This design comes from an exercise in tuning for small area on the open sky130 flow, not from production work. In this exercise RTL edits were held to simulation tests only and were not proved equivalent to the original. Power figures rest on the tool's default switching activity, not on a simulated workload.

==> design.v <==
module ALU #(parameter w = 8) (
    clk, rst, CE, IN_valid, MODE, CMD, OPA, OPB, Cin,
    ERR, RES, OF, COUT, G, L, E);
    input clk;
    input rst;
    input CE;
    input [1:0] IN_valid;
    input MODE;
    input [3:0] CMD;
    input [7:0] OPA;
    input [7:0] OPB;
    input Cin;
    output reg ERR;
    output reg OF;
    output reg COUT;
    output reg G;
    output reg L;
    output reg E;
    output reg [16:0] RES;
wire sgn_in = (CMD[3:2] == 2'b11) | (CMD[1:0] == 2'b11);   
wire [7:0] ca = {OPA[7] ^ sgn_in, OPA[6:0]};
wire [7:0] cb = {OPB[7] ^ sgn_in, OPB[6:0]};
wire [1:0] cmp_code = (ca == cb) ? 2'b11 : (ca < cb) ? 2'b01 : 2'b10;
wire [2:0] rot_amt = CMD[0] ? (3'd0 - OPB[2:0]) : OPB[2:0];
wire [7:0] rot_hot = 8'd1 << rot_amt;
reg need_a, need_b, bad;
reg rows_i, aq1_i, aq2_i, ci_i;
reg [3:0] s_i;
reg sela, selb, invb, rot;
reg [7:0] ka, kb;
always @(*) begin
    need_a = 1'b1; need_b = 1'b1; bad = 1'b0;
    rows_i = 1'b0; aq1_i = 1'b0; aq2_i = 1'b0; ci_i = 1'b0; s_i = 4'b0000;
    sela = 1'b1; selb = 1'b1; invb = 1'b0; rot = 1'b0; ka = 8'h00; kb = 8'h00;
    if (MODE) begin
        case (CMD)
            4'b0000: rows_i = 1'b1;
            4'b0001: begin rows_i = 1'b1; ci_i = 1'b1; s_i = 4'b1000; invb = 1'b1; end
            4'b0010: begin rows_i = 1'b1; ci_i = Cin; end
            4'b0011: begin rows_i = 1'b1; ci_i = ~Cin; invb = 1'b1;
                           s_i = {3'b100, Cin & (&OPB)}; end
            4'b0100: begin rows_i = 1'b1; ci_i = 1'b1; selb = 1'b0; need_b = 1'b0; end
            4'b0101: begin rows_i = 1'b1; s_i = 4'b1000; selb = 1'b0; kb = 8'hFF;
                           need_b = 1'b0; end
            4'b0110: begin rows_i = 1'b1; ci_i = 1'b1; sela = 1'b0; need_a = 1'b0; end
            4'b0111: begin rows_i = 1'b1; s_i = 4'b1000; sela = 1'b0; ka = 8'hFF;
                           need_a = 1'b0; end
            4'b1000: begin rows_i = 1'b1; s_i = {2'b01, cmp_code}; sela = 1'b0;
                           selb = 1'b0; end
            4'b1001: begin rows_i = 1'b1; aq1_i = 1'b1; ci_i = 1'b1; end
            4'b1010: aq2_i = 1'b1;
            4'b1011: begin rows_i = 1'b1; s_i = {2'b01, cmp_code}; end
            4'b1100: begin rows_i = 1'b1; ci_i = 1'b1; s_i = {2'b01, cmp_code};
                           invb = 1'b1; end
            default: bad = 1'b1;
        endcase
    end else begin
        case (CMD)
            4'b0000: s_i = 4'b1000;
            4'b0001: s_i = 4'b0111;
            4'b0010: s_i = 4'b1110;
            4'b0011: s_i = 4'b0001;
            4'b0100: s_i = 4'b0110;
            4'b0101: s_i = 4'b1001;
            4'b0110: begin s_i = 4'b0011; need_b = 1'b0; end
            4'b0111: begin s_i = 4'b0101; need_a = 1'b0; end
            4'b1000: begin aq1_i = 1'b1; s_i = 4'b0001; selb = 1'b0; kb = 8'h80;
                           need_b = 1'b0; end
            4'b1001: begin aq1_i = 1'b1; s_i = 4'b0110; selb = 1'b0; kb = 8'h02;
                           need_b = 1'b0; end
            4'b1010: begin aq1_i = 1'b1; s_i = 4'b0001; sela = 1'b0; ka = 8'h80;
                           need_a = 1'b0; end
            4'b1011: begin aq1_i = 1'b1; s_i = 4'b0110; sela = 1'b0; ka = 8'h02;
                           need_a = 1'b0; end
            4'b1100, 4'b1101: begin
                           aq1_i = 1'b1; s_i = 4'b0011; selb = 1'b0; rot = 1'b1;
                           bad = |OPB[7:4]; end
            default: bad = 1'b1;
        endcase
    end
end
wire err_in = bad | (need_a & ~IN_valid[0]) | (need_b & ~IN_valid[1]);
wire mul_in = MODE & (CMD == 4'b1001 || CMD == 4'b1010);
wire [7:0] a_in = err_in ? 8'h00 : ({8{sela}} & OPA) | ka;
wire [7:0] b_in = ({8{selb}} & (OPB ^ {8{invb}})) | kb | ({8{rot}} & rot_hot);
wire [7:0] code_in = err_in ? {2'b00, mul_in, 1'b0, mul_in, 3'b000} :
                     {rows_i, aq1_i, aq2_i, ci_i, s_i};
reg [7:0] A, B;
reg rows, aq1, aq2, ci;
reg [3:0] s;
always @(posedge clk) begin
    if (CE) begin
        A <= a_in;
        B <= b_in;
    end
end
always @(posedge clk or posedge rst) begin
    if (rst)
        {rows, aq1, aq2, ci, s} <= 8'h00;
    else if (CE)
        {rows, aq1, aq2, ci, s} <= code_in;
end
wire [8:0] Aq = ({9{aq1}} & {1'b0, A}) | ({9{aq2}} & {A, 1'b0});
wire [7:0] X = {8{rows}} & A;
wire [7:0] Y = {8{rows}} & B;
wire [7:0] pp [0:8];
wire [7:0] ppn [0:8];
genvar gi;
generate for (gi = 0; gi < 9; gi = gi + 1) begin : g_pp
    assign pp[gi] = {8{Aq[gi]}} & B;
    assign ppn[gi] = ~({8{Aq[gi]}} & B);
end endgenerate
wire [7:0] Xn = ~X;
wire [7:0] Yn = ~Y;
wire cin = ~ci;
wire [16:0] P;
wire s1;
wire c2;
alu_xn us1 (ppn[0][7], ppn[1][6], s1);
alu_or uc2 (ppn[0][7], ppn[1][6], c2);
wire s3;
wire c4;
alu_xn us3 (ppn[0][4], ppn[1][3], s3);
alu_or uc4 (ppn[0][4], ppn[1][3], c4);
wire s5;
wire c6;
alu_fa us5 (ppn[0][5], ppn[1][4], ppn[2][3], s5, c6);
wire s7;
wire c8;
alu_xn us7 (ppn[3][2], ppn[4][1], s7);
alu_or uc8 (ppn[3][2], ppn[4][1], c8);
wire s9;
wire c10;
alu_fa us9 (ppn[0][6], ppn[1][5], ppn[2][4], s9, c10);
wire s11;
wire c12;
alu_fa us11 (ppn[3][3], ppn[4][2], ppn[5][1], s11, c12);
wire s13;
wire c14;
alu_xn us13 (ppn[6][0], Xn[6], s13);
alu_or uc14 (ppn[6][0], Xn[6], c14);
wire s15;
wire c16;
alu_fa us15 (ppn[2][5], ppn[3][4], ppn[4][3], s15, c16);
wire s17;
wire c18;
alu_fa us17 (ppn[5][2], ppn[6][1], ppn[7][0], s17, c18);
wire s19;
wire c20;
alu_fa us19 (Xn[7], Yn[7], s1, s19, c20);
wire s21;
wire c22;
alu_fa us21 (ppn[1][7], ppn[2][6], ppn[3][5], s21, c22);
wire s23;
wire c24;
alu_fa us23 (ppn[4][4], ppn[5][3], ppn[6][2], s23, c24);
wire s25;
wire c26;
alu_fa us25 (ppn[7][1], ppn[8][0], c2, s25, c26);
wire s27;
wire c28;
alu_fa us27 (ppn[2][7], ppn[3][6], ppn[4][5], s27, c28);
wire s29;
wire c30;
alu_fa us29 (ppn[5][4], ppn[6][3], ppn[7][2], s29, c30);
wire s31;
wire c32;
alu_fa us31 (ppn[3][7], ppn[4][6], ppn[5][5], s31, c32);
wire s33;
wire c34;
alu_xn us33 (ppn[0][2], ppn[1][1], s33);
alu_or uc34 (ppn[0][2], ppn[1][1], c34);
wire s35;
wire c36;
alu_fa us35 (ppn[0][3], ppn[1][2], ppn[2][1], s35, c36);
wire s37;
wire c38;
alu_xn us37 (ppn[3][0], Xn[3], s37);
alu_or uc38 (ppn[3][0], Xn[3], c38);
wire s39;
wire c40;
alu_fa us39 (ppn[2][2], ppn[3][1], ppn[4][0], s39, c40);
wire s41;
wire c42;
alu_fa us41 (Xn[4], Yn[4], s3, s41, c42);
wire s43;
wire c44;
alu_fa us43 (ppn[5][0], Xn[5], Yn[5], s43, c44);
wire s45;
wire c46;
alu_fa us45 (s5, s7, c4, s45, c46);
wire s47;
wire c48;
alu_fa us47 (Yn[6], s9, s11, s47, c48);
wire s49;
wire c50;
alu_fa us49 (s13, c6, c8, s49, c50);
wire s51;
wire c52;
alu_fa us51 (s15, s17, s19, s51, c52);
wire s53;
wire c54;
alu_fa us53 (c10, c12, c14, s53, c54);
wire s55;
wire c56;
alu_fa us55 (s21, s23, s25, s55, c56);
wire s57;
wire c58;
alu_fa us57 (c16, c18, c20, s57, c58);
wire s59;
wire c60;
alu_fa us59 (ppn[8][1], s27, s29, s59, c60);
wire s61;
wire c62;
alu_fa us61 (c22, c24, c26, s61, c62);
wire s63;
wire c64;
alu_fa us63 (ppn[6][4], ppn[7][3], ppn[8][2], s63, c64);
wire s65;
wire c66;
alu_fa us65 (s31, c28, c30, s65, c66);
wire s67;
wire c68;
alu_fa us67 (ppn[4][7], ppn[5][6], ppn[6][5], s67, c68);
wire s69;
wire c70;
alu_fa us69 (ppn[7][4], ppn[8][3], c32, s69, c70);
wire s71;
wire c72;
alu_fa us71 (ppn[5][7], ppn[6][6], ppn[7][5], s71, c72);
wire s73;
wire c74;
alu_xn us73 (ppn[0][0], Xn[0], s73);
alu_or uc74 (ppn[0][0], Xn[0], c74);
wire s75;
wire c76;
alu_fa us75 (ppn[0][1], ppn[1][0], Xn[1], s75, c76);
wire s77;
wire c78;
alu_fa us77 (ppn[2][0], Xn[2], Yn[2], s77, c78);
wire s79;
wire c80;
alu_fa us79 (Yn[3], s35, s37, s79, c80);
wire s81;
wire c82;
alu_fa us81 (s39, s41, c36, s81, c82);
wire s83;
wire c84;
alu_fa us83 (s43, s45, c40, s83, c84);
wire s85;
wire c86;
alu_fa us85 (s47, s49, c44, s85, c86);
wire s87;
wire c88;
alu_fa us87 (s51, s53, c48, s87, c88);
wire s89;
wire c90;
alu_fa us89 (s55, s57, c52, s89, c90);
wire s91;
wire c92;
alu_fa us91 (s59, s61, c56, s91, c92);
wire s93;
wire c94;
alu_fa us93 (s63, s65, c60, s93, c94);
wire s95;
wire c96;
alu_fa us95 (s67, s69, c64, s95, c96);
wire s97;
wire c98;
alu_fa us97 (ppn[8][4], s71, c68, s97, c98);
wire s99;
wire c100;
alu_fa us99 (ppn[6][7], ppn[7][6], ppn[8][5], s99, c100);
wire s101;
wire c102;
alu_xn us101 (Yn[0], cin, s101);
alu_or uc102 (Yn[0], cin, c102);
wire s103;
wire c104;
alu_fa us103 (Yn[1], s75, c74, s103, c104);
wire s105;
wire c106;
alu_fa us105 (s33, s77, c76, s105, c106);
wire s107;
wire c108;
alu_fa us107 (c34, s79, c78, s107, c108);
wire s109;
wire c110;
alu_fa us109 (c38, s81, c80, s109, c110);
wire s111;
wire c112;
alu_fa us111 (c42, s83, c82, s111, c112);
wire s113;
wire c114;
alu_fa us113 (c46, s85, c84, s113, c114);
wire s115;
wire c116;
alu_fa us115 (c50, s87, c86, s115, c116);
wire s117;
wire c118;
alu_fa us117 (c54, s89, c88, s117, c118);
wire s119;
wire c120;
alu_fa us119 (c58, s91, c90, s119, c120);
wire s121;
wire c122;
alu_fa us121 (c62, s93, c92, s121, c122);
wire s123;
wire c124;
alu_fa us123 (c66, s95, c94, s123, c124);
wire s125;
wire c126;
alu_fa us125 (c70, s97, c96, s125, c126);
wire s127;
wire c128;
alu_fa us127 (c72, s99, c98, s127, c128);
wire s129;
wire c130;
alu_fa us129 (ppn[7][7], ppn[8][6], c100, s129, c130);
wire s131;
wire g132;
alu_xr us131 (s73, s101, s131);
alu_nr ug132 (s73, s101, g132);
wire s133;
wire c134;
wire p135;
wire g136;
alu_xr up135 (s103, c102, p135);
alu_nr ug136 (s103, c102, g136);
alu_aoi uc134 (p135, g132, g136, c134);
alu_xr us133 (p135, g132, s133);
wire s137;
wire c138;
wire p139;
wire g140;
alu_xn up139 (s105, c104, p139);
alu_or ug140 (s105, c104, g140);
alu_oai uc138 (p139, c134, g140, c138);
alu_xr us137 (p139, c134, s137);
wire s141;
wire c142;
wire p143;
wire g144;
alu_xr up143 (s107, c106, p143);
alu_nr ug144 (s107, c106, g144);
alu_aoi uc142 (p143, c138, g144, c142);
alu_xr us141 (p143, c138, s141);
wire s145;
wire c146;
wire p147;
wire g148;
alu_xn up147 (s109, c108, p147);
alu_or ug148 (s109, c108, g148);
alu_oai uc146 (p147, c142, g148, c146);
alu_xr us145 (p147, c142, s145);
wire s149;
wire c150;
wire p151;
wire g152;
alu_xr up151 (s111, c110, p151);
alu_nr ug152 (s111, c110, g152);
alu_aoi uc150 (p151, c146, g152, c150);
alu_xr us149 (p151, c146, s149);
wire s153;
wire c154;
wire p155;
wire g156;
alu_xn up155 (s113, c112, p155);
alu_or ug156 (s113, c112, g156);
alu_oai uc154 (p155, c150, g156, c154);
alu_xr us153 (p155, c150, s153);
wire s157;
wire c158;
wire p159;
wire g160;
alu_xr up159 (s115, c114, p159);
alu_nr ug160 (s115, c114, g160);
alu_aoi uc158 (p159, c154, g160, c158);
alu_xr us157 (p159, c154, s157);
wire s161;
wire c162;
wire p163;
wire g164;
alu_xn up163 (s117, c116, p163);
alu_or ug164 (s117, c116, g164);
alu_oai uc162 (p163, c158, g164, c162);
alu_xr us161 (p163, c158, s161);
wire s165;
wire c166;
wire p167;
wire g168;
alu_xr up167 (s119, c118, p167);
alu_nr ug168 (s119, c118, g168);
alu_aoi uc166 (p167, c162, g168, c166);
alu_xr us165 (p167, c162, s165);
wire s169;
wire c170;
wire p171;
wire g172;
alu_xn up171 (s121, c120, p171);
alu_or ug172 (s121, c120, g172);
alu_oai uc170 (p171, c166, g172, c170);
alu_xr us169 (p171, c166, s169);
wire s173;
wire c174;
wire p175;
wire g176;
alu_xr up175 (s123, c122, p175);
alu_nr ug176 (s123, c122, g176);
alu_aoi uc174 (p175, c170, g176, c174);
alu_xr us173 (p175, c170, s173);
wire s177;
wire c178;
wire p179;
wire g180;
alu_xn up179 (s125, c124, p179);
alu_or ug180 (s125, c124, g180);
alu_oai uc178 (p179, c174, g180, c178);
alu_xr us177 (p179, c174, s177);
wire s181;
wire c182;
wire p183;
wire g184;
alu_xr up183 (s127, c126, p183);
alu_nr ug184 (s127, c126, g184);
alu_aoi uc182 (p183, c178, g184, c182);
alu_xr us181 (p183, c178, s181);
wire s185;
wire c186;
wire p187;
wire g188;
alu_xn up187 (s129, c128, p187);
alu_or ug188 (s129, c128, g188);
alu_oai uc186 (p187, c182, g188, c186);
alu_xr us185 (p187, c182, s185);
wire s189;
wire c190;
wire p191;
wire g192;
alu_xr up191 (ppn[8][7], c130, p191);
alu_nr ug192 (ppn[8][7], c130, g192);
alu_aoi uc190 (p191, c186, g192, c190);
alu_xr us189 (p191, c186, s189);
wire s193;
assign s193 = ~c190;
assign P = {s193, s189, s185, s181, s177, s173, s169, s165, s161, s157, s153, s149, s145, s141, s137, s133, s131};
wire arith = rows & ~aq1;
wire shrot = aq1 & ~rows;
wire lgc   = ~rows & ~aq1 & ~aq2;
wire mulop = aq2 | (rows & aq1);
wire lo_en = arith | (shrot & s[1]);
wire hi_en = shrot & s[0];
wire en8   = arith | (shrot & s[2]);
wire [3:0] tt = {4{lgc}} & s;
wire inv16 = lgc & s[0];
wire k8 = arith & (s[3] | (s[2] & (A[7] ^ B[7])));
wire U  = arith & (k8 ? ~P[8] : (s[2] & A[7]));
reg [7:0] lo;
integer i;
always @(*)
    for (i = 0; i < 8; i = i + 1)
        lo[i] = (lo_en & P[i]) | (hi_en & P[i+8]) |
                (tt[3] & A[i] & B[i]) | (tt[2] & A[i] & ~B[i]) |
                (tt[1] & ~A[i] & B[i]) | (tt[0] & ~A[i] & ~B[i]);
wire r8 = (en8 & P[8]) ^ k8;
wire [16:0] R = {U | inv16, {7{U}}, r8, lo};
wire cout_n = arith & ~s[3] & ~s[2] & P[8];
wire of_n = arith & ((s[3] & ~s[0] & ~P[8]) |
                     (s[2] & (A[7] == B[7]) & (P[7] != A[7])));
wire cmp = arith & s[2];
wire e_n = cmp & s[1] & s[0];
wire l_n = cmp & ~s[1] & s[0];
wire g_n = cmp & s[1] & ~s[0];
wire err_n = (lgc & (s == 4'b0000)) | (aq2 & s[3]);
reg [16:0] RES_m;
always @(posedge clk or posedge rst) begin
    if (rst) begin
        RES <= 0; RES_m <= 0;
        COUT <= 0; OF <= 0; G <= 0; L <= 0; E <= 0; ERR <= 0;
    end else if (CE) begin
        if (mulop) begin
            RES_m <= P;
            RES <= RES_m;
        end else
            RES <= R;
        COUT <= cout_n;
        OF <= of_n;
        G <= g_n;
        L <= l_n;
        E <= e_n;
        ERR <= err_n;
    end
end
endmodule
module alu_fa (a, b, c, s, co);
    input a, b, c;
    output s, co;
    assign s = a ^ b ^ c;
    assign co = (a & b) | (a & c) | (b & c);
endmodule
module alu_ha (a, b, s, co);
    input a, b;
    output s, co;
    assign s = a ^ b;
    assign co = a & b;
endmodule
module alu_nd (a, b, y);
    input a, b;
    output y;
    assign y = ~(a & b);
endmodule
module alu_xn (a, b, y);
    input a, b;
    output y;
    assign y = ~(a ^ b);
endmodule
module alu_xr (a, b, y);
    input a, b;
    output y;
    assign y = a ^ b;
endmodule
module alu_anb (a, bn, y);
    input a, bn;
    output y;
    assign y = a & ~bn;
endmodule
module alu_nr (a, b, y);
    input a, b;
    output y;
    assign y = ~(a | b);
endmodule
module alu_or (a, b, y);
    input a, b;
    output y;
    assign y = a | b;
endmodule
module alu_onb (a, bn, y);
    input a, bn;
    output y;
    assign y = a | ~bn;
endmodule
module alu_aoi (p, c, g, y);
    input p, c, g;
    output y;
    assign y = ~((p & c) | g);
endmodule
module alu_oai (pn, cn, gn, y);
    input pn, cn, gn;
    output y;
    assign y = ~((pn | cn) & gn);
endmodule
==> flow/run.sh <==
#!/bin/bash
# Layout flow: the standard layout (standard.sh: ORFS from synthesis to
# finish) with these changes:
#  - synthesis maps the logic with an area-oriented ABC script (deepsyn, then
#    area mapping) instead of ORFS's delay-oriented one. Only the final abc
#    call of ORFS's synthesis is changed: its -script argument is replaced.
#    Everything else, registers included, is the standard synthesis
#    (synth_recipe.tcl).
#  - the buffers that the flow puts on every input and output port are buf_1
#    cells, not the resizer's default choice;
#  - clock tree synthesis adds no dummy loads to balance the tree.
# The full output of the run goes to standard.log in this folder; ORFS keeps
# each step's own log under orfs/logs/.
set -euo pipefail
W=$(pwd)
printf '%s\n' '&get -n' '&st' '&deepsyn -T 10' '&put' 'dch' 'map -a' 'topo' 'stime -c' > "$W/abc_area_deep.script"
cat > "$W/own_synth.tcl" <<EOT
proc abc {args} {
  set i [lsearch -exact \$args -script]
  if {\$i >= 0} { lset args [expr {\$i + 1}] {$W/abc_area_deep.script} }
  yosys abc {*}\$args
}
source {$W/synth_recipe.tcl}
EOT
bash standard.sh \
  "SYNTH_SCRIPT=$W/own_synth.tcl" \
  "BUFFER_PORTS_ARGS=-buffer_cell sky130_fd_sc_hd__buf_1" \
  "CTS_ARGS=-sink_clustering_enable -repair_clock_nets -buf_list {sky130_fd_sc_hd__clkbuf_4 sky130_fd_sc_hd__clkbuf_8} -dont_use_dummy_load" \
  finish > standard.log 2>&1
==> standard.sh <==
#!/bin/bash
# synth_recipe.tcl (not shown) runs the flow's synth.tcl, then flattens the netlist and writes it again
# the make line also repeats each setting of config.mk as NAME=value (left out here)
make -C /OpenROAD-flow-scripts/flow DESIGN_CONFIG=/design/flow/config.mk WORK_HOME=/design/flow/orfs CLKGATE_MAP_FILE= SYNTH_SCRIPT=/design/flow/synth_recipe.tcl "${@:-finish}"
==> config.mk <==
export PLATFORM = sky130hd
export DESIGN_NAME = ALU
export DESIGN_NICKNAME = ALU
export VERILOG_FILES = /design/flow/design.v
export SDC_FILE = /design/flow/constraint.sdc
export NUM_CORES = 4
export LEC_CHECK = 0
export CAP_MARGIN = 20
export CORE_MARGIN = 2
export CORE_UTILIZATION = 60
export CTS_BUF_LIST = sky130_fd_sc_hd__clkbuf_4 sky130_fd_sc_hd__clkbuf_8
export GPL_ROUTABILITY_DRIVEN = 1
export PLACE_DENSITY = 0.75
export SLEW_MARGIN = 20
export SYNTH_HIERARCHICAL = 1
==> constraint.sdc <==
create_clock -name core_clock -period 6.0 [get_ports {clk}]
set_input_delay 1.2000 -clock core_clock [delete_from_list [all_inputs] [get_ports {clk}]]
set_output_delay 1.2000 -clock core_clock [all_outputs]
set_load 0.01 [all_outputs]
==> flow_summary_export.csv, run 1 <==
group,metric,value,unit
global_routing,pin_count_of_the_biggest_net_entering_global_routing,49,
clocking,ctsHtreeMaxLevel,3,
hold_path,min_from,"RES_m[15]$_DFFE_PP0P_",
global_routing,globalRoute.totalOverflow,0,
timing,final_hold_viol_count,0,
power,powerDensity,219,mW/mm^2
route,routed_wire_length_per_instance,17.7,um
timing,min_period,5630,ps
clocking,clock_latency,350,ps
power,pwr-share-comb,0.376,
clocking,tritoncts.num_buffers,9,
final_layout,area_growth_syn_to_layout,13.2,%
worst_setup_path,cp_num_buf_inv,2,
floorplan,placeableCoreArea,0.00915,sq mm
worst_setup_path,sequence_of_cells_on_the_critical_path,"clkinv_1 -> o22ai_1 -> buf_4 -> nand2_1 -> fa_1 -> fa_1 -> fa_1 -> fa_1 -> xor2_1 -> a21oi_2 -> o21ai_2 -> a21oi_2 -> o21ai_1 -> a21oi_2 -> o21ai_1 -> a21oi_1 -> xor2_1 -> a31oi_1 -> o21ai_0 -> a21oi_1 -> nor2_1",
power,pwr-share-seq,0.428,
timing,report.final.slew_viol_count,0,
worst_setup_path,crit_path_class,"flip-flop to flip-flop",
floorplan,floorplan.rows,35,
synthesis,ys.warnings.count,7,
worst_setup_path,regToRegSetupSlack,370,ps
clocking,post_cts_resize_count,0,
worst_setup_path,setup.worst_path.end_class,"flip-flop",
global_routing,global_route_wire_length_before_repair,25.5,mm
timing,fmax,178,MHz
worst_setup_path,r2r.worst_path.cells,21,
place,detailed_place.area,0.00621,sq mm
route,route.detailed.drc,0,
synthesis,yosys_register_bits,64,
route,vias,5258,
timing,finalClockSkew,32.7,ps
synthesis,synth_nets,756,
synthesis,synthFlopType,"sky130_fd_sc_hd__dfrtp_1",
power,switching_share,0.380,
place,place_hpwl,12.3,mm
power,design_power_total,1390,uW
synthesis,netlist_instances,663,
timing,max_slew_margin,0.379,
worst_setup_path,cpMaxStageDelayCell,"sky130_fd_sc_hd__fa_1",
final_layout,layout.filler_cells,784,
power,switchingPower,528,uW
hold_path,hold_depth,2,
job,timing.max_cap.violations,0,
final_layout,insertedDiodeCount,0,
status,outcome,"no timing/DRC/antenna violations",
synthesis,netlist.area_leader.share,0.214,
synthesis,postSynthAreaPerCell,8.47,sq um
global_routing,grt.total_usage,0.325,
route,sum_of_routed_wire_length_over_all_layers,15.3,mm
worst_setup_path,regToRegEndpoint,"RES[6]$_DFFE_PP0P_",
route,drtPass1Iterations,5,
floorplan,die-area,0.0101,sq mm
worst_setup_path,data_required_time_of_the_critical_path,6210,ps
synthesis,synth_async_sr_flop_share,0.750,
hold_path,timing.hold.worst.class,"flip-flop to flip-flop",
timing,final-setup-viol-count,0,
power,share_clk_of_total_power,0.195,
power,leakage,0.00211,uW
route,ant_nets,0,
global_routing,grt_antenna_before_repair,0,
clocking,tritoncts_clock_tree,"built",
synthesis,synth_top_area_cell,"sky130_fd_sc_hd__dfrtp_1",
synthesis,synth_top_cells_by_count,"sky130_fd_sc_hd__nand2_1 (141), sky130_fd_sc_hd__nor2_1 (72), sky130_fd_sc_hd__clkinv_1 (66)",
worst_setup_path,critical_path.max_fanout,5,
power,cellInternalPower,861,uW
timing,tightestPinTransition,921,ps
final_layout,finish.net_count,851,
final_layout,layout.area.seq,0.00168,sq mm
floorplan,die_width,101,um
synthesis,synth-seq-area-share,0.299,
final_layout,multi_input_area,0.00372,sq mm
timing,smallest_hold_slack,488,ps
final_layout,final_util,0.695,
place,placement.io_buffers,49,
floorplan,initial_core_util,0.614,
place,place.gp.congestion,0.936,
final_layout,post-route-cell-area,0.00636,sq mm
floorplan,die-height,101,um
synthesis,yosysMostFrequentCell,"sky130_fd_sc_hd__nand2_1",
synthesis,syn-cell-area,0.00562,sq mm
global_routing,via_count_of_the_first_global_routing_pass,5211,
worst_setup_path,element_type_at_the_critical_path_start,"flip-flop",
route,drt_iter0_drc,287,
worst_setup_path,critical-path-top-delay-family,"adder cells",
clocking,cts.path.max_buffers,2,
worst_setup_path,r2r_start,"A[4]$_SDFFCE_PN0P_",
route,post_drt_via_cell_ratio,6.06,
worst_setup_path,worstPathArrival,5830,ps
floorplan,pin_count,50,
clocking,clk_root_buffer_cell,"sky130_fd_sc_hd__clkbuf_8",
clocking,numClockSinks,64,
worst_setup_path,critPathMaxStageDelay,560,ps
timing,post_route_fraction_of_the_period_consumed_by_the_critical_path,0.938,
synthesis,netlist_top_cells_area,"sky130_fd_sc_hd__dfrtp_1 (21%), sky130_fd_sc_hd__fa_1 (20%), sky130_fd_sc_hd__nand2_1 (9.4%)",
synthesis,number_of_enable_type_register_cells_in_the_synthesized_netlist,16,
power,power.ir.vdd_worst,0.102,mV
clocking,holdBufCountCts,0,
clocking,clk_transition_reported_paths,80,ps
final_layout,final_layout_size_suffix_gt1_frac,0.0926,
synthesis,synth_cell_type_count,35,
hold_path,worst_hold_path.endpoint,"RES_m[15]$_DFFE_PP0P_",
clocking,post_cts.repair.setup_buffers,0,
worst_setup_path,timing.critical_path.mode_cell,"sky130_fd_sc_hd__fa_1",
cell usage in the layout (no fill, tap or decap), types with 6 or more instances in the layout:
cell and count:
sky130_fd_sc_hd__fa_1 57, sky130_fd_sc_hd__nor3_1 7, sky130_fd_sc_hd__xor2_1 25, sky130_fd_sc_hd__a21oi_1 54, sky130_fd_sc_hd__dfrtp_1 48, sky130_fd_sc_hd__buf_1 49, sky130_fd_sc_hd__or2_2 15, sky130_fd_sc_hd__o22ai_1 20
sky130_fd_sc_hd__nand2_1 141, sky130_fd_sc_hd__nor2_1 71, sky130_fd_sc_hd__ha_1 9, sky130_fd_sc_hd__o21ai_0 29, sky130_fd_sc_hd__nand3_1 18, sky130_fd_sc_hd__o211ai_1 6, sky130_fd_sc_hd__edfxtp_1 16, sky130_fd_sc_hd__xnor2_1 15
sky130_fd_sc_hd__clkinv_1 65, sky130_fd_sc_hd__clkbuf_8 9, sky130_fd_sc_hd__buf_4 35, sky130_fd_sc_hd__a22oi_1 13
final cells by class:
type,instances,area share
multi-input combinational,533,0.585
tap,111,0.0218
clock buffer,9,0.0195
inverter,66,0.0392
sequential,64,0.265
timing repair buffer,84,0.0703
modules after synthesis, one instance, submodules excluded, excerpt:
module	copies in the design	area, sq um	flip-flops and latches	cells
ALU	1	3930	64	528
alu_aoi	8	5.00	0	1
alu_fa	57	20.0	0	1
alu_nr	9	3.75	0	1
alu_or	15	6.26	0	1
alu_xr	24	8.76	0	1
power groups by stage:
stage / Combinational (uW) / Clock, uW / Sequential, uW
finish: 523 / 271 / 595
CTS: 516 / 277 / 596
detailed placement: 513 / 0 / 604
floorplan: 327 / 0 / 604
global placement: 495 / 0 / 601
global route: 585 / 291 / 607
cells by family (layout without fill, tap and decap cells):
family	count (synthesis)	count (layout)	synth area share
compound gates	162	162	0.175
xor+xnor	40	40	0.0624
fa+ha+maj	66	66	0.223
buf+inv	66	159	0.0441
flops	64	64	0.299
mux	1	1	0.00178
simple gates	264	264	0.194
worst reg2reg max path, stage by stage, from the launching register on:
cell and delay (ps):
sky130_fd_sc_hd__edfxtp_1 400, sky130_fd_sc_hd__clkinv_1 170, sky130_fd_sc_hd__o22ai_1 360, sky130_fd_sc_hd__buf_4 210, sky130_fd_sc_hd__nand2_1 70, sky130_fd_sc_hd__fa_1 460
sky130_fd_sc_hd__fa_1 520, sky130_fd_sc_hd__fa_1 530, sky130_fd_sc_hd__fa_1 560, sky130_fd_sc_hd__xor2_1 280, sky130_fd_sc_hd__a21oi_2 120, sky130_fd_sc_hd__o21ai_2 210
sky130_fd_sc_hd__a21oi_2 100, sky130_fd_sc_hd__o21ai_1 210, sky130_fd_sc_hd__a21oi_2 100, sky130_fd_sc_hd__o21ai_1 210, sky130_fd_sc_hd__a21oi_1 130, sky130_fd_sc_hd__xor2_1 230
sky130_fd_sc_hd__a31oi_1 210, sky130_fd_sc_hd__o21ai_0 150, sky130_fd_sc_hd__a21oi_1 200, sky130_fd_sc_hd__nor2_1 60
flip-flops by register name, summed over array words and instances, names as in the netlist, 4 cells and up:
register / flops
A: 8
B: 8
RES: 17
RES_m: 17
s: 4
routing by layer:
layer	part of all wire	track usage
met1	0.43	0.445
met2	0.49	0.531
met3	0.063	0.0479
met4	0.020	0.117
met5	0	0
metrics by stage:
step	TNS, ps	setup WS, ps	instances
after CTS	0	47.0	867
after global routing	-11.1	-7.78	867
after global placement	0	145	858
after floorplan	0	1.31	663
after detailed placement	0	55.9	858
final	0	372	867
worst max path at each step:
| stage | cells after the start | slack [ps] | startpoint | end |
|---|---|---|---|---|
| after floorplan | 23 | 1 | aq1$_DFFE_PP0P_ | RES[7]$_DFFE_PP0P_ |
| after global placement | 23 | 140 | aq1$_DFFE_PP0P_ | RES[7]$_DFFE_PP0P_ |
| after detailed placement | 23 | 60 | aq1$_DFFE_PP0P_ | RES[7]$_DFFE_PP0P_ |
| after CTS | 25 | 50 | aq1$_DFFE_PP0P_ | RES[7]$_DFFE_PP0P_ |
| after global routing | 22 | -8 | aq1$_DFFE_PP0P_ | RES[7]$_DFFE_PP0P_ |
| final | 21 | 370 | A[4]$_SDFFCE_PN0P_ | RES[6]$_DFFE_PP0P_ |
==> run 2: changes to the inputs <==
--- a/config.mk
+++ b/config.mk
@@ -10,6 +10,6 @@
 export CORE_UTILIZATION = 60
 export CTS_BUF_LIST = sky130_fd_sc_hd__clkbuf_4 sky130_fd_sc_hd__clkbuf_8
-export GPL_ROUTABILITY_DRIVEN = 1
-export PLACE_DENSITY = 0.75
+export GPL_ROUTABILITY_DRIVEN = 0
+export PLACE_DENSITY = 0.85
 export SLEW_MARGIN = 20
 export SYNTH_HIERARCHICAL = 1
==> run 2 against run 1 <==
  * Largest power group unchanged
  * Synthesized area unchanged
  * Register-to-register slack better by 20 ps
  * Clock skew down 3.9 ps
  * Synthesized cell count unchanged
  * Power up 1.1%
  * Still clean on timing, DRC and antenna
  * Largest cell class unchanged
  * Critical path depth up 2
  * Sequential share of layout area about the same
  * Routed wire length up 1.5%
  * Combinational power up 2%
  * Global-route usage down 0.13 points
  * Clock power up 1%
  * Clock-buffer cell count unchanged
==> flow_summary_export.csv, run 2 <==
group,metric,value,unit
timing,smallest_hold_slack,479,ps
hold_path,timing.hold.worst.class,"flip-flop to flip-flop",
synthesis,synth_async_sr_flop_share,0.750,
clocking,numClockSinks,64,
final_layout,area_growth_syn_to_layout,13.2,%
floorplan,pin_count,50,
floorplan,initial_core_util,0.614,
global_routing,grt_antenna_before_repair,0,
final_layout,largest_registers,"RES x17, RES_m x17",
synthesis,synth_top_cells_by_count,"sky130_fd_sc_hd__nand2_1 (141), sky130_fd_sc_hd__nor2_1 (72), sky130_fd_sc_hd__clkinv_1 (66)",
synthesis,synth-seq-area-share,0.299,
synthesis,synth_nets,756,
timing,post_route_fraction_of_the_period_consumed_by_the_critical_path,0.935,
timing,tightestPinTransition,1010,ps
synthesis,synth_top_area_cell,"sky130_fd_sc_hd__dfrtp_1",
final_layout,layout.cells.most_common_list,"sky130_fd_sc_hd__nand2_1 (141), sky130_fd_sc_hd__nor2_1 (71), sky130_fd_sc_hd__clkinv_1 (65), sky130_fd_sc_hd__fa_1 (57), sky130_fd_sc_hd__a21oi_1 (54)",
worst_setup_path,setup.worst_path.end_class,"flip-flop",
clocking,tritoncts.num_buffers,9,
worst_setup_path,worstPathArrival,5830,ps
worst_setup_path,data_required_time_of_the_critical_path,6230,ps
clocking,clock_latency,350,ps
global_routing,grt.total_usage,0.324,
floorplan,die_width,101,um
global_routing,global_route_wire_length_before_repair,25.8,mm
timing,report.final.slew_viol_count,0,
clocking,cts.path.max_buffers,2,
synthesis,yosysMostFrequentCell,"sky130_fd_sc_hd__nand2_1",
timing,min_period,5610,ps
power,powerDensity,221,mW/mm^2
timing,fmax,178,MHz
synthesis,postSynthAreaPerCell,8.47,sq um
job,timing.max_cap.violations,0,
power,design_power_total,1400,uW
synthesis,netlist_instances,663,
timing,final-setup-viol-count,0,
clocking,tritoncts_clock_tree,"built",
power,leakage,0.00211,uW
synthesis,synth_cell_type_count,35,
power,power.ir.vdd_worst,0.111,mV
worst_setup_path,element_type_at_the_critical_path_start,"flip-flop",
final_layout,insertedDiodeCount,0,
route,routed_wire_length_per_instance,18.0,um
floorplan,floorplan.rows,35,
worst_setup_path,crit_path_class,"flip-flop to flip-flop",
clocking,clk_root_buffer_cell,"sky130_fd_sc_hd__clkbuf_8",
synthesis,netlist.area_leader.share,0.214,
timing,fin_tns_setup,0,ps
global_routing,globalRoute.totalOverflow,0,
worst_setup_path,critical_path.max_fanout,7,
route,ant_nets,0,
global_routing,grt_use_met2,0.553,
place,pre_cts_slack,-186,ps
floorplan,die-area,0.0101,sq mm
clocking,post_cts.repair.setup_buffers,0,
synthesis,number_of_enable_type_register_cells_in_the_synthesized_netlist,16,
place,placement.io_buffers,49,
synthesis,synthFlopType,"sky130_fd_sc_hd__dfrtp_1",
global_routing,via_count_of_the_first_global_routing_pass,5437,
route,vias,5442,
synthesis,yosys_register_bits,64,
timing,layout_setup_ws,392,ps
timing,max_slew_margin,0.324,
route,sum_of_routed_wire_length_over_all_layers,15.6,mm
global_routing,grt.met1_usage,0.405,
route,post_drt_via_cell_ratio,6.29,
global_routing,global_route.usage.met3,0.0603,
final_layout,layout_commonest_cell,"sky130_fd_sc_hd__nand2_1",
route,route.detailed.drc,0,
floorplan,placeableCoreArea,0.00915,sq mm
floorplan,die-height,101,um
final_layout,finish.net_count,849,
place,place_hpwl,12.2,mm
synthesis,syn-cell-area,0.00562,sq mm
global_routing,pin_count_of_the_biggest_net_entering_global_routing,49,
route,drtPass1Iterations,6,
synthesis,netlist_top_cells_area,"sky130_fd_sc_hd__dfrtp_1 (21%), sky130_fd_sc_hd__fa_1 (20%), sky130_fd_sc_hd__nand2_1 (9.4%)",
clocking,ctsHtreeMaxLevel,3,
synthesis,ys.warnings.count,7,
clocking,clk_transition_reported_paths,80,ps
timing,finalClockSkew,28.8,ps
final_layout,final_layout_size_suffix_gt1_frac,0.0928,
global_routing,grt.busiest_layer,"met2",
status,outcome,"no timing/DRC/antenna violations",
timing,final_hold_viol_count,0,
route,drt_iter0_drc,413,
## run 2: worst paths after layout
| path | slack, ps | endpoint | cells after the start | startpoint |
|---|---|---|---|---|
| max in group asynchronous | 4330 | aq1$_DFFE_PP0P_ | 2 | rst |
| max | 390 | RES[7]$_DFFE_PP0P_ | 23 | aq1$_DFFE_PP0P_ |
| min | 480 | RES[10]$_DFFE_PP0P_ | 2 | RES_m[10]$_DFFE_PP0P_ |
| min in group asynchronous | 1050 | RES[13]$_DFFE_PP0P_ | 2 | rst |
| max reg2reg | 390 | RES[7]$_DFFE_PP0P_ | 23 | aq1$_DFFE_PP0P_ |
| min reg2reg | 480 | RES[10]$_DFFE_PP0P_ | 2 | RES_m[10]$_DFFE_PP0P_ |
## run 2: layout make-up
cell class | count | area (sq um)
well taps | 111 | 139
fillers | 727 | 2800
flip-flops and latches | 64 | 1680
inverters | 66 | 248
clock buffers | 9 | 124
repair buffers | 82 | 432
multi-input cells | 533 | 3730
## run 2: per-layer routing
metal  up-vias  wire [um]
met1      2566       5820
li1       2456          -
met2       365       7760
met3        55       1480
met5         -          0
met4         0        500
## run 2: critical path, cell delays in order (launching register included)
cell	delay [ps]
sky130_fd_sc_hd__dfrtp_1	340
sky130_fd_sc_hd__clkinv_1	180
sky130_fd_sc_hd__buf_4	210
sky130_fd_sc_hd__o22ai_1	230
sky130_fd_sc_hd__buf_4	200
sky130_fd_sc_hd__nand2_1	80
sky130_fd_sc_hd__fa_1	490
sky130_fd_sc_hd__fa_1	520
sky130_fd_sc_hd__fa_1	520
sky130_fd_sc_hd__fa_1	600
sky130_fd_sc_hd__xor2_2	200
sky130_fd_sc_hd__a21oi_2	110
sky130_fd_sc_hd__o21ai_2	210
sky130_fd_sc_hd__a21oi_2	90
sky130_fd_sc_hd__o21ai_1	220
sky130_fd_sc_hd__a21oi_1	140
sky130_fd_sc_hd__o21ai_1	270
sky130_fd_sc_hd__a21oi_2	110
sky130_fd_sc_hd__o21ai_1	220
sky130_fd_sc_hd__xor2_1	140
sky130_fd_sc_hd__a31oi_1	140
sky130_fd_sc_hd__o21ai_0	100
sky130_fd_sc_hd__a31oi_1	140
sky130_fd_sc_hd__nor2_1	50
## run 2: per-stage QoR
stage	instance area, sq um	cells	utilization
after CTS	6320	865	0.690
after floorplan	5620	663	-
after global routing	6360	865	0.694
after global placement	6190	856	0.677
final	6360	865	0.694
after detailed placement	6190	856	0.677
## run 2: kinds of logic after synthesis
logic type,Yosys count,synth area share
muxes,1,0.00178
adders and majority gates,66,0.223
xor gates and xnor gates,40,0.0624
AOI/OAI and AO/OA,162,0.175
and+or+nand+nor,264,0.194
DFF,64,0.299
buffers and inverters,66,0.0441
## run 2: repair_timing
| item | in CTS | in global routing |
|---|---|---|
| endpoints found under the setup margin | 2 | 6 |
| pin swaps | 0 | 0 |
| hold endpoints to repair | 0 | 0 |
| hold buffers | 0 | 0 |
| resized for setup | 2 | 12 |
## run 2: power by group
| part | switching [uW] | internal [uW] | total (uW) |
|---|---|---|---|
| Combinational | 335 | 197 | 532 |
| Sequential | 63.5 | 534 | 598 |
| Clock | 142 | 133 | 275 |
| Total | 540 | 865 | 1400 |
## run 2: per-module statistics from Yosys (local to each module, per instance)
module	cells inside	area, sq um
alu_oai	1	5.00
alu_nr	1	3.75
alu_fa	1	20.0
alu_or	1	6.26
alu_aoi	1	5.00
alu_xn	1	8.76
ALU	528	3930
alu_xr	1	8.76
==> run 3: changes to the inputs <==
--- a/design.v
+++ b/design.v
@@ -460,7 +460,5 @@
 always @(*)
     for (i = 0; i < 8; i = i + 1)
-        lo[i] = (lo_en & P[i]) | (hi_en & P[i+8]) |
-                (tt[3] & A[i] & B[i]) | (tt[2] & A[i] & ~B[i]) |
-                (tt[1] & ~A[i] & B[i]) | (tt[0] & ~A[i] & ~B[i]);
+        lo[i] = (lo_en & P[i]) | (hi_en & P[i+8]) | tt[{A[i], B[i]}];
 wire r8 = (en8 & P[8]) ^ k8;
 wire [16:0] R = {U | inv16, {7{U}}, r8, lo};
--- a/flow/run.sh
+++ b/flow/run.sh
@@ -9,5 +9,6 @@
 #  - the buffers that the flow puts on every input and output port are buf_1
 #    cells, not the resizer's default choice;
-#  - clock tree synthesis adds no dummy loads to balance the tree.
+#  - clock tree synthesis adds no dummy loads to balance the tree and
+#    clusters up to 32 flip-flops (within 100 um) per leaf buffer.
 # The full output of the run goes to standard.log in this folder; ORFS keeps
 # each step's own log under orfs/logs/.
@@ -26,4 +27,4 @@
   "SYNTH_SCRIPT=$W/own_synth.tcl" \
   "BUFFER_PORTS_ARGS=-buffer_cell sky130_fd_sc_hd__buf_1" \
-  "CTS_ARGS=-sink_clustering_enable -repair_clock_nets -buf_list {sky130_fd_sc_hd__clkbuf_4 sky130_fd_sc_hd__clkbuf_8} -dont_use_dummy_load" \
+  "CTS_ARGS=-sink_clustering_enable -repair_clock_nets -buf_list {sky130_fd_sc_hd__clkbuf_4 sky130_fd_sc_hd__clkbuf_8} -dont_use_dummy_load -sink_clustering_size 32 -sink_clustering_max_diameter 100" \
   finish > standard.log 2>&1
--- a/config.mk
+++ b/config.mk
@@ -10,6 +10,4 @@
 export CORE_UTILIZATION = 60
 export CTS_BUF_LIST = sky130_fd_sc_hd__clkbuf_4 sky130_fd_sc_hd__clkbuf_8
-export GPL_ROUTABILITY_DRIVEN = 0
-export PLACE_DENSITY = 0.85
 export SLEW_MARGIN = 20
 export SYNTH_HIERARCHICAL = 1
==> run 3 against run 2 <==
  * First-iteration DRC count shrank 22%
  * Non-clock buffer count shrank 3
  * Clock-buffer cell count is the same
  * Core utilization shrank 0.055 points
  * Maximum frequency shrank 0.71%
  * Combinational power grew 84%
  * Die area grew 0.20%
  * Critical path type unchanged
  * Largest power group is now combinational logic
==> flow_summary_export.csv, run 3 <==
group,metric,value,unit
status,outcome,"no timing/DRC/antenna violations",
floorplan,floorplan.rows,35,
final_layout,finish.net_count,854,
floorplan,placeableCoreArea,0.00915,sq mm
power,cellInternalPower,1040,uW
timing,max_slew_margin,0.346,
route,vias,5302,
timing,fin_tns_setup,0,ps
timing,report.final.slew_viol_count,0,
clocking,post_cts.repair.setup_buffers,0,
synthesis,synth_top_area_cell,"sky130_fd_sc_hd__dfrtp_1",
timing,tightestPinTransition,980,ps
place,placement.io_buffers,49,
route,post_drt_via_cell_ratio,6.09,
synthesis,netlist_top_cells_area,"sky130_fd_sc_hd__dfrtp_1 (21%), sky130_fd_sc_hd__fa_1 (20%), sky130_fd_sc_hd__nand2_1 (9.9%)",
final_layout,post_layout_nonfiller_instances,870,
job,timing.max_cap.violations,0,
synthesis,synth_cell_type_count,32,
power,switchingPower,831,uW
route,ant_nets,0,
route,sum_of_routed_wire_length_over_all_layers,15.7,mm
timing,min_period,5650,ps
floorplan,die_width,101,um
hold_path,timing.hold.worst.class,"flip-flop to flip-flop",
synthesis,number_of_enable_type_register_cells_in_the_synthesized_netlist,16,
place,dpl.cell_count,861,
power,power.ir.vdd_worst,0.172,mV
worst_setup_path,worstPathArrival,5910,ps
clocking,holdBufCountCts,0,
power,pwr-share-comb,0.523,
clocking,tritoncts.num_buffers,9,
route,drt_iter0_drc,321,
synthesis,synth_async_sr_flop_share,0.750,
clocking,clk_transition_reported_paths,60,ps
final_layout,insertedDiodeCount,0,
route,route.detailed.drc,0,
power,share_clk_of_total_power,0.144,
floorplan,die-area,0.0102,sq mm
worst_setup_path,element_type_at_the_critical_path_start,"flip-flop",
synthesis,netlist_instances,671,
global_routing,pin_count_of_the_biggest_net_entering_global_routing,49,
timing,unrepaired_setup_endpoints_after_global_routing,"false",
floorplan,initial_core_util,0.615,
worst_setup_path,data_required_time_of_the_critical_path,6260,ps
global_routing,global_route_wire_length_before_repair,26.1,mm
synthesis,ys.warnings.count,7,
clocking,cts.path.max_buffers,2,
timing,fmax,177,MHz
clocking,ctsHtreeMaxLevel,3,
synthesis,synth_nets,764,
timing,post_route_fraction_of_the_period_consumed_by_the_critical_path,0.941,
floorplan,pin_count,50,
timing,finalClockSkew,34.7,ps
timing,final-setup-viol-count,0,
global_routing,via_count_of_the_first_global_routing_pass,5319,
final_layout,layout.filler_cells,738,
worst_setup_path,critical_path.max_fanout,6,
synthesis,postSynthAreaPerCell,8.39,sq um
final_layout,largest_registers,"RES x17, RES_m x17",
synthesis,syn-cell-area,0.00563,sq mm
place,place_hpwl,12.7,mm
worst_setup_path,crit_path_class,"flip-flop to flip-flop",
power,leakage,0.00221,uW
synthesis,yosysMostFrequentCell,"sky130_fd_sc_hd__nand2_1",
synthesis,yosys_register_bits,64,
global_routing,grt.total_usage,0.331,
final_layout,layout_commonest_cell,"sky130_fd_sc_hd__nand2_1",
power,pwr-share-seq,0.333,
timing,layout_setup_ws,352,ps
clocking,tritoncts_clock_tree,"built",
synthesis,netlist.area_leader.share,0.213,
synthesis,synthFlopType,"sky130_fd_sc_hd__dfrtp_1",
final_layout,final_layout_size_suffix_gt1_frac,0.0883,
synthesis,synth-seq-area-share,0.299,
worst_setup_path,setup.worst_path.end_class,"flip-flop",
synthesis,synth_top_cells_by_count,"sky130_fd_sc_hd__nand2_1 (148), sky130_fd_sc_hd__nor2_1 (76), sky130_fd_sc_hd__clkinv_1 (64)",
clocking,clock_latency,340,ps
place,place.gp.congestion,1.07,
route,routed_wire_length_per_instance,18.1,um
timing,final_hold_viol_count,0,
global_routing,grt_antenna_before_repair,0,
final_layout,area_growth_syn_to_layout,12.9,%
final_layout,final_util,0.694,
final_layout,layout.cells.most_common_list,"sky130_fd_sc_hd__nand2_1 (148), sky130_fd_sc_hd__nor2_1 (74), sky130_fd_sc_hd__clkinv_1 (61), sky130_fd_sc_hd__fa_1 (57), sky130_fd_sc_hd__a21oi_1 (52)",
timing,smallest_hold_slack,479,ps
route,drtPass1Iterations,5,
clocking,numClockSinks,64,
power,switching_share,0.443,
power,powerDensity,295,mW/mm^2
place,pre_cts_slack,-103,ps
floorplan,die-height,101,um
clocking,clk_root_buffer_cell,"sky130_fd_sc_hd__clkbuf_8",
global_routing,globalRoute.totalOverflow,0,
run 3: cell types whose count changed after synthesis, moves of 3 or more:
cell                       before  now
sky130_fd_sc_hd__nor3_1         7   10
sky130_fd_sc_hd__a31oi_1        5    8
sky130_fd_sc_hd__o21ai_0       34   39
sky130_fd_sc_hd__a21oi_1       58   53
sky130_fd_sc_hd__nand2_1      141  148
sky130_fd_sc_hd__nor2_1        72   76
sky130_fd_sc_hd__o311ai_0       5    2
run 3: cell type report:
cell class	instances	area, sq um	share of cell area
Clock buffer	9	124	0.0195
Inverter	64	245	0.0386
Multi-Input combinational cell	543	3750	0.591
Sequential cell	64	1680	0.265
Tap cell	111	139	0.0219
Timing Repair Buffer	79	409	0.0644
run 3: metrics by stage:
stage | instance area [sq um] | total power, uW
after CTS | 6320 | 1860
final | 6350 | 1880
after floorplan | 5640 | 1260
after global routing | 6350 | 2010
after global placement | 6190 | 1550
after detailed placement | 6190 | 1590
run 3: repair_timing:
item / in CTS / in global routing
hold endpoints to repair: 0 / 0
gates resized for setup: 3 / 9
setup endpoints to repair: 1 / 6
run 3: logic make-up after synthesis:
group / share of synthesized area
xor gates and xnor gates: 0.0623
muxes: 0.00178
buffers and inverters: 0.0427
and+or+nand+nor: 0.200
AOI/OAI and AO/OA: 0.172
adders and majority gates: 0.223
DFF: 0.299
run 3: routing by layer:
layer / global-route usage / wire length, um
met1: 0.439 / 6410
met2: 0.543 / 7510
met3: 0.0645 / 1240
met4: 0.123 / 549
met5: 0 / 0
run 3: modules after synthesis, one instance, submodules excluded:
module	cell area, sq um	cells inside	times used
alu_or	6.26	1	15
alu_xr	8.76	1	24
alu_aoi	5.00	1	8
alu_xn	8.76	1	15
ALU	3940	536	1
alu_fa	20.0	1	57
alu_nr	3.75	1	9
alu_oai	5.00	1	7
run 3: power by group through the flow:
stage | Clock [uW] | Combinational (uW) | Sequential, uW
after global placement | 0 | 927 | 625
after CTS | 272 | 968 | 622
final | 270 | 981 | 624
after floorplan | 0 | 622 | 638
after global routing | 289 | 1090 | 636
after detailed placement | 0 | 963 | 631
run 3: final timing paths:
kind                                  from                  end  slack [ps]  depth (start not counted)
setup / recovery           aq2$_DFFE_PP0P_   RES[6]$_DFFE_PP0P_         350                         22
hold / removal               E$_DFFE_PP0P_        E$_DFFE_PP0P_         480                          2
setup reg to reg           aq2$_DFFE_PP0P_   RES[6]$_DFFE_PP0P_         350                         22
hold reg to reg              E$_DFFE_PP0P_        E$_DFFE_PP0P_         480                          2
max in group asynchronous              rst      aq2$_DFFE_PP0P_        4300                          2
min in group asynchronous              rst  RES[14]$_DFFE_PP0P_        1060                          2
run 3: critical path, cell delays in order (launching register included):
cell and delay, ps:
sky130_fd_sc_hd__dfrtp_1 420, sky130_fd_sc_hd__clkinvlp_4 210, sky130_fd_sc_hd__o22ai_2 200, sky130_fd_sc_hd__nand2_1 110, sky130_fd_sc_hd__fa_1 510, sky130_fd_sc_hd__fa_1 580
sky130_fd_sc_hd__fa_1 450, sky130_fd_sc_hd__fa_1 500, sky130_fd_sc_hd__xor2_1 170, sky130_fd_sc_hd__a21oi_1 220, sky130_fd_sc_hd__o21ai_1 140, sky130_fd_sc_hd__a21oi_1 210
sky130_fd_sc_hd__o21ai_1 130, sky130_fd_sc_hd__a21oi_1 210, sky130_fd_sc_hd__o21ai_1 140, sky130_fd_sc_hd__a21oi_2 190, sky130_fd_sc_hd__o21ai_1 130, sky130_fd_sc_hd__a21oi_1 210
sky130_fd_sc_hd__xor2_1 440, sky130_fd_sc_hd__a31oi_1 140, sky130_fd_sc_hd__o21ai_0 100, sky130_fd_sc_hd__a21oi_1 80, sky130_fd_sc_hd__nor2_1 90
==> run 4: changes to the inputs <==
--- a/flow/run.sh
+++ b/flow/run.sh
@@ -10,5 +10,5 @@
 #    cells, not the resizer's default choice;
 #  - clock tree synthesis adds no dummy loads to balance the tree and
-#    clusters up to 32 flip-flops (within 100 um) per leaf buffer.
+#    clusters up to 16 flip-flops (within 100 um) per leaf buffer.
 # The full output of the run goes to standard.log in this folder; ORFS keeps
 # each step's own log under orfs/logs/.
@@ -27,4 +27,4 @@
   "SYNTH_SCRIPT=$W/own_synth.tcl" \
   "BUFFER_PORTS_ARGS=-buffer_cell sky130_fd_sc_hd__buf_1" \
-  "CTS_ARGS=-sink_clustering_enable -repair_clock_nets -buf_list {sky130_fd_sc_hd__clkbuf_4 sky130_fd_sc_hd__clkbuf_8} -dont_use_dummy_load -sink_clustering_size 32 -sink_clustering_max_diameter 100" \
+  "CTS_ARGS=-sink_clustering_enable -repair_clock_nets -buf_list {sky130_fd_sc_hd__clkbuf_4 sky130_fd_sc_hd__clkbuf_8} -dont_use_dummy_load -sink_clustering_size 16 -sink_clustering_max_diameter 100" \
   finish > standard.log 2>&1
==> run 4 against run 3 <==
  * Synthesized area stayed put
  * Maximum frequency stayed put
  * Design area stayed put
  * Global-route usage stayed put
  * Sequential cell count stayed put
  * Final cell count stayed put
  * Worst setup slack stayed put
  * Clock skew stayed put
  * Clock-buffer cell count stayed put
  * Routed wire length stayed put
  * Non-clock buffer count stayed put
  * Critical path type unchanged
  * Largest cell class unchanged
  * Largest power group unchanged
  * Highest routed layer unchanged
==> flow_summary_export.csv, run 4 <==
group,metric,value,unit
final_layout,insertedDiodeCount,0,
floorplan,die-area,0.0102,sq mm
synthesis,yosys_register_bits,64,
global_routing,grt_antenna_before_repair,0,
power,share_clk_of_total_power,0.144,
global_routing,pin_count_of_the_biggest_net_entering_global_routing,49,
route,drtPass1Iterations,5,
timing,post_route_fraction_of_the_period_consumed_by_the_critical_path,0.941,
final_layout,finish.net_count,854,
synthesis,postSynthAreaPerCell,8.39,sq um
power,powerDensity,295,mW/mm^2
timing,fmax,177,MHz
timing,max_slew_margin,0.346,
hold_path,timing.hold.worst.class,"flip-flop to flip-flop",
clocking,clk_root_buffer_cell,"sky130_fd_sc_hd__clkbuf_8",
status,outcome,"no timing/DRC/antenna violations",
place,place.gp.congestion,1.07,
timing,tightestPinTransition,980,ps
synthesis,synth_cell_type_count,32,
final_layout,largest_registers,"RES x17, RES_m x17",
route,vias,5302,
timing,smallest_hold_slack,479,ps
worst_setup_path,r2r_start,"aq2$_DFFE_PP0P_",
synthesis,netlist.area_leader.share,0.213,
synthesis,synth_top_area_cell,"sky130_fd_sc_hd__dfrtp_1",
place,place_hpwl,12.7,mm
route,routed_wire_length_per_instance,18.1,um
synthesis,number_of_enable_type_register_cells_in_the_synthesized_netlist,16,
worst_setup_path,crit_path_class,"flip-flop to flip-flop",
job,timing.max_cap.violations,0,
clocking,cts.path.max_buffers,2,
worst_setup_path,regToRegSetupSlack,350,ps
clocking,tritoncts.num_buffers,9,
timing,finalClockSkew,34.7,ps
synthesis,synthSimpleGateAreaFrac,0.200,
global_routing,via_count_of_the_first_global_routing_pass,5319,
synthesis,ys.warnings.count,7,
clocking,numClockSinks,64,
synthesis,synth_nets,764,
worst_setup_path,cp_num_buf_inv,1,
floorplan,floorplan.rows,35,
worst_setup_path,worstSetupPathDepth,22,
timing,final_hold_viol_count,0,
final_layout,layout.area.seq,0.00168,sq mm
synthesis,synth_async_sr_flop_share,0.750,
synthesis,yosysMostFrequentCell,"sky130_fd_sc_hd__nand2_1",
global_routing,global_route_wire_length_before_repair,26.1,mm
power,design_power_total,1880,uW
worst_setup_path,regToRegEndpoint,"RES[6]$_DFFE_PP0P_",
final_layout,layout.cells.most_common_list,"sky130_fd_sc_hd__nand2_1 (148), sky130_fd_sc_hd__nor2_1 (74), sky130_fd_sc_hd__clkinv_1 (61), sky130_fd_sc_hd__fa_1 (57), sky130_fd_sc_hd__a21oi_1 (52)",
synthesis,syn-cell-area,0.00563,sq mm
synthesis,synth_top_family_by_area,"adder cells",
floorplan,pin_count,50,
timing,fin_tns_setup,0,ps
worst_setup_path,cpMaxStageDelayCell,"sky130_fd_sc_hd__fa_1",
final_layout,post-route-cell-area,0.00635,sq mm
final_layout,final_layout_size_suffix_gt1_frac,0.0883,
clocking,tritoncts_clock_tree,"built",
floorplan,die-height,101,um
route,ant_nets,0,
synthesis,netlist_top_cells_area,"sky130_fd_sc_hd__dfrtp_1 (21%), sky130_fd_sc_hd__fa_1 (20%), sky130_fd_sc_hd__nand2_1 (9.9%)",
clocking,post_cts.repair.setup_buffers,0,
final_layout,multi_input_area,0.00375,sq mm
clocking,clk_transition_reported_paths,60,ps
timing,final-setup-viol-count,0,
final_layout,layout.filler_cells,738,
floorplan,initial_core_util,0.615,
synthesis,synthXorXnorAreaFrac,0.0623,
power,switchingPower,831,uW
synthesis,synthFlopType,"sky130_fd_sc_hd__dfrtp_1",
final_layout,layout_commonest_cell,"sky130_fd_sc_hd__nand2_1",
route,post_drt_via_cell_ratio,6.09,
worst_setup_path,worstPathArrival,5910,ps
floorplan,placeableCoreArea,0.00915,sq mm
worst_setup_path,element_type_at_the_critical_path_start,"flip-flop",
synthesis,synth_adder_area_share,0.223,
synthesis,netlist_instances,671,
worst_setup_path,data_required_time_of_the_critical_path,6260,ps
worst_setup_path,worstSetupEndpoint,"RES[6]$_DFFE_PP0P_",
timing,report.final.slew_viol_count,0,
synthesis,synth-compound-area-share,0.172,
power,switching_share,0.443,
place,placement.io_buffers,49,
worst_setup_path,critical-path-top-delay-family,"compound AO/OA/AOI/OAI gates",
clocking,clock_latency,340,ps
worst_setup_path,sequence_of_cells_on_the_critical_path,"clkinvlp_4 -> o22ai_2 -> nand2_1 -> fa_1 -> fa_1 -> fa_1 -> fa_1 -> xor2_1 -> a21oi_1 -> o21ai_1 -> a21oi_1 -> o21ai_1 -> a21oi_1 -> o21ai_1 -> a21oi_2 -> o21ai_1 -> a21oi_1 -> xor2_1 -> a31oi_1 -> o21ai_0 -> a21oi_1 -> nor2_1",
power,pwr-share-comb,0.523,
worst_setup_path,timing.critical_path.mode_cell,"sky130_fd_sc_hd__a21oi_1",
worst_setup_path,critPathMaxStageDelay,580,ps
route,drt_iter0_drc,321,
worst_setup_path,critical_path.max_fanout,6,
power,leakage,0.00221,uW
route,route.detailed.drc,0,
floorplan,die_width,101,um
global_routing,grt.total_usage,0.331,
worst_setup_path,setup.worst_path.end_class,"flip-flop",
synthesis,synth-seq-area-share,0.299,
power,power.ir.vdd_worst,0.172,mV
place,detailed_place.area,0.00619,sq mm
worst_setup_path,worstSetupStartpoint,"aq2$_DFFE_PP0P_",
timing,min_period,5650,ps
power,cellInternalPower,1040,uW
timing,unrepaired_setup_endpoints_after_global_routing,"false",
power,pwr-share-seq,0.333,
synthesis,synth.area.mux_share,0.00178,
clocking,ctsHtreeMaxLevel,3,
global_routing,globalRoute.totalOverflow,0,
synthesis,synth_top_cells_by_count,"sky130_fd_sc_hd__nand2_1 (148), sky130_fd_sc_hd__nor2_1 (76), sky130_fd_sc_hd__clkinv_1 (64)",
final_layout,area_growth_syn_to_layout,12.9,%
route,sum_of_routed_wire_length_over_all_layers,15.7,mm
worst_setup_path,r2r.worst_path.cells,22,
==> run 4: final cells by class <==
type	count	share of cell area
Tap cell	111	0.0219
Timing Repair Buffer	79	0.0644
Clock buffer	9	0.0195
Inverter	64	0.0386
Multi-Input combinational cell	543	0.591
Sequential cell	64	0.265
==> run 4: what timing repair did <==
| action | CTS | global route |
|---|---|---|
| resized for setup | 3 | 9 |
| hold buffers | 0 | 0 |
| endpoints found under the setup margin | 1 | 6 |
| gates cloned | 0 | 0 |
==> run 4: worst reg2reg max path: cells and delay by family, from the launching register on <==
kind	cells	cell delay, ps
xor+xnor	2	610
compound gates	13	2110
simple gates	2	200
fa+ha+maj	4	2040
flops	1	420
buf+inv	1	210
==> run 4: metrics by stage <==
| stage | instances | util | worst slack [ps] |
|---|---|---|---|
| 2_1_floorplan | 671 | - | 92.0 |
| 3_3_place_gp | 861 | 0.677 | 93.3 |
| 3_5_place_dp | 861 | 0.677 | -103 |
| 4_1_cts | 870 | 0.691 | 37.3 |
| 5_1_grt | 870 | 0.694 | 13.8 |
| 6_report | 870 | 0.694 | 352 |
==> run 4: per-module statistics from Yosys (local to each module, per instance) <==
module   cells inside  flops+latches  copies in the design  cell area [sq um]
alu_xn              1              0                    15               8.76
alu_nr              1              0                     9               3.75
alu_xr              1              0                    24               8.76
alu_or              1              0                    15               6.26
alu_oai             1              0                     7               5.00
alu_aoi             1              0                     8               5.00
ALU               536             64                     1               3940
alu_fa              1              0                    57               20.0
==> run 4: cell families after synthesis <==
family / Yosys count
buffers and inverters: 64
AO/OA/AOI/OAI: 161
XOR/XNOR: 40
flip-flops: 64
multiplexers: 1
AND/OR/NAND/NOR: 275
adder cells (fa/ha/maj): 66
==> run 4: power by group through the flow <==
stage               Combinational (uW)  Clock [uW]  Sequential, uW
CTS                                968         272             622
global route                      1090         289             636
detailed placement                 963           0             631
global placement                   927           0             625
finish                             981         270             624
floorplan                          622           0             638
==> run 4: how the worst min path moves through the flow <==
stage / start / endpoint / depth (start not counted)
final: E$_DFFE_PP0P_ / E$_DFFE_PP0P_ / 2
after global routing: RES_m[12]$_DFFE_PP0P_ / RES_m[12]$_DFFE_PP0P_ / 2
after CTS: RES_m[9]$_DFFE_PP0P_ / RES_m[9]$_DFFE_PP0P_ / 2
after detailed placement: RES_m[9]$_DFFE_PP0P_ / RES_m[9]$_DFFE_PP0P_ / 2
after global placement: RES_m[11]$_DFFE_PP0P_ / RES_m[11]$_DFFE_PP0P_ / 2
after floorplan: RES_m[10]$_DFFE_PP0P_ / RES_m[10]$_DFFE_PP0P_ / 2
==> run 4: layer usage <==
layer,up-vias,part of all wire,global-route usage
li1,2464,-,-
met1,2528,0.41,0.439
met2,260,0.48,0.543
met3,50,0.079,0.0645
met4,0,0.035,0.123
met5,-,0,0

static timing again, ports no longer ideal:
No port has a modelled driver above. Below, the same layouts with a new extraction and two added sets of constraints. Step 1, drivers: a clkbuf_16 drives clk and a buf_2 each remaining input, both assumed. Step 2 also shifts input and output timing later by t, the mid clock arrival at the registers, as if the neighbouring blocks saw the same clock. Slacks: ideal / step 1 / step 2; pairs: ideal / step 1.
run | t (ns) | setup WS [ns] | hold WS [ns]
run 1 | 0.369 | 0.372 / 0.372 / 0.372 | 0.488 / 0.488 / 0.488
run 2 | 0.368 | 0.392 / 0.392 / 0.392 | 0.479 / 0.479 / 0.479
run 3 | 0.357 | 0.352 / 0.352 / 0.352 | 0.479 / 0.479 / 0.479
run 4 | 0.357 | 0.352 / 0.352 / 0.352 | 0.479 / 0.479 / 0.479
After both steps setup and hold are still met in every run listed.
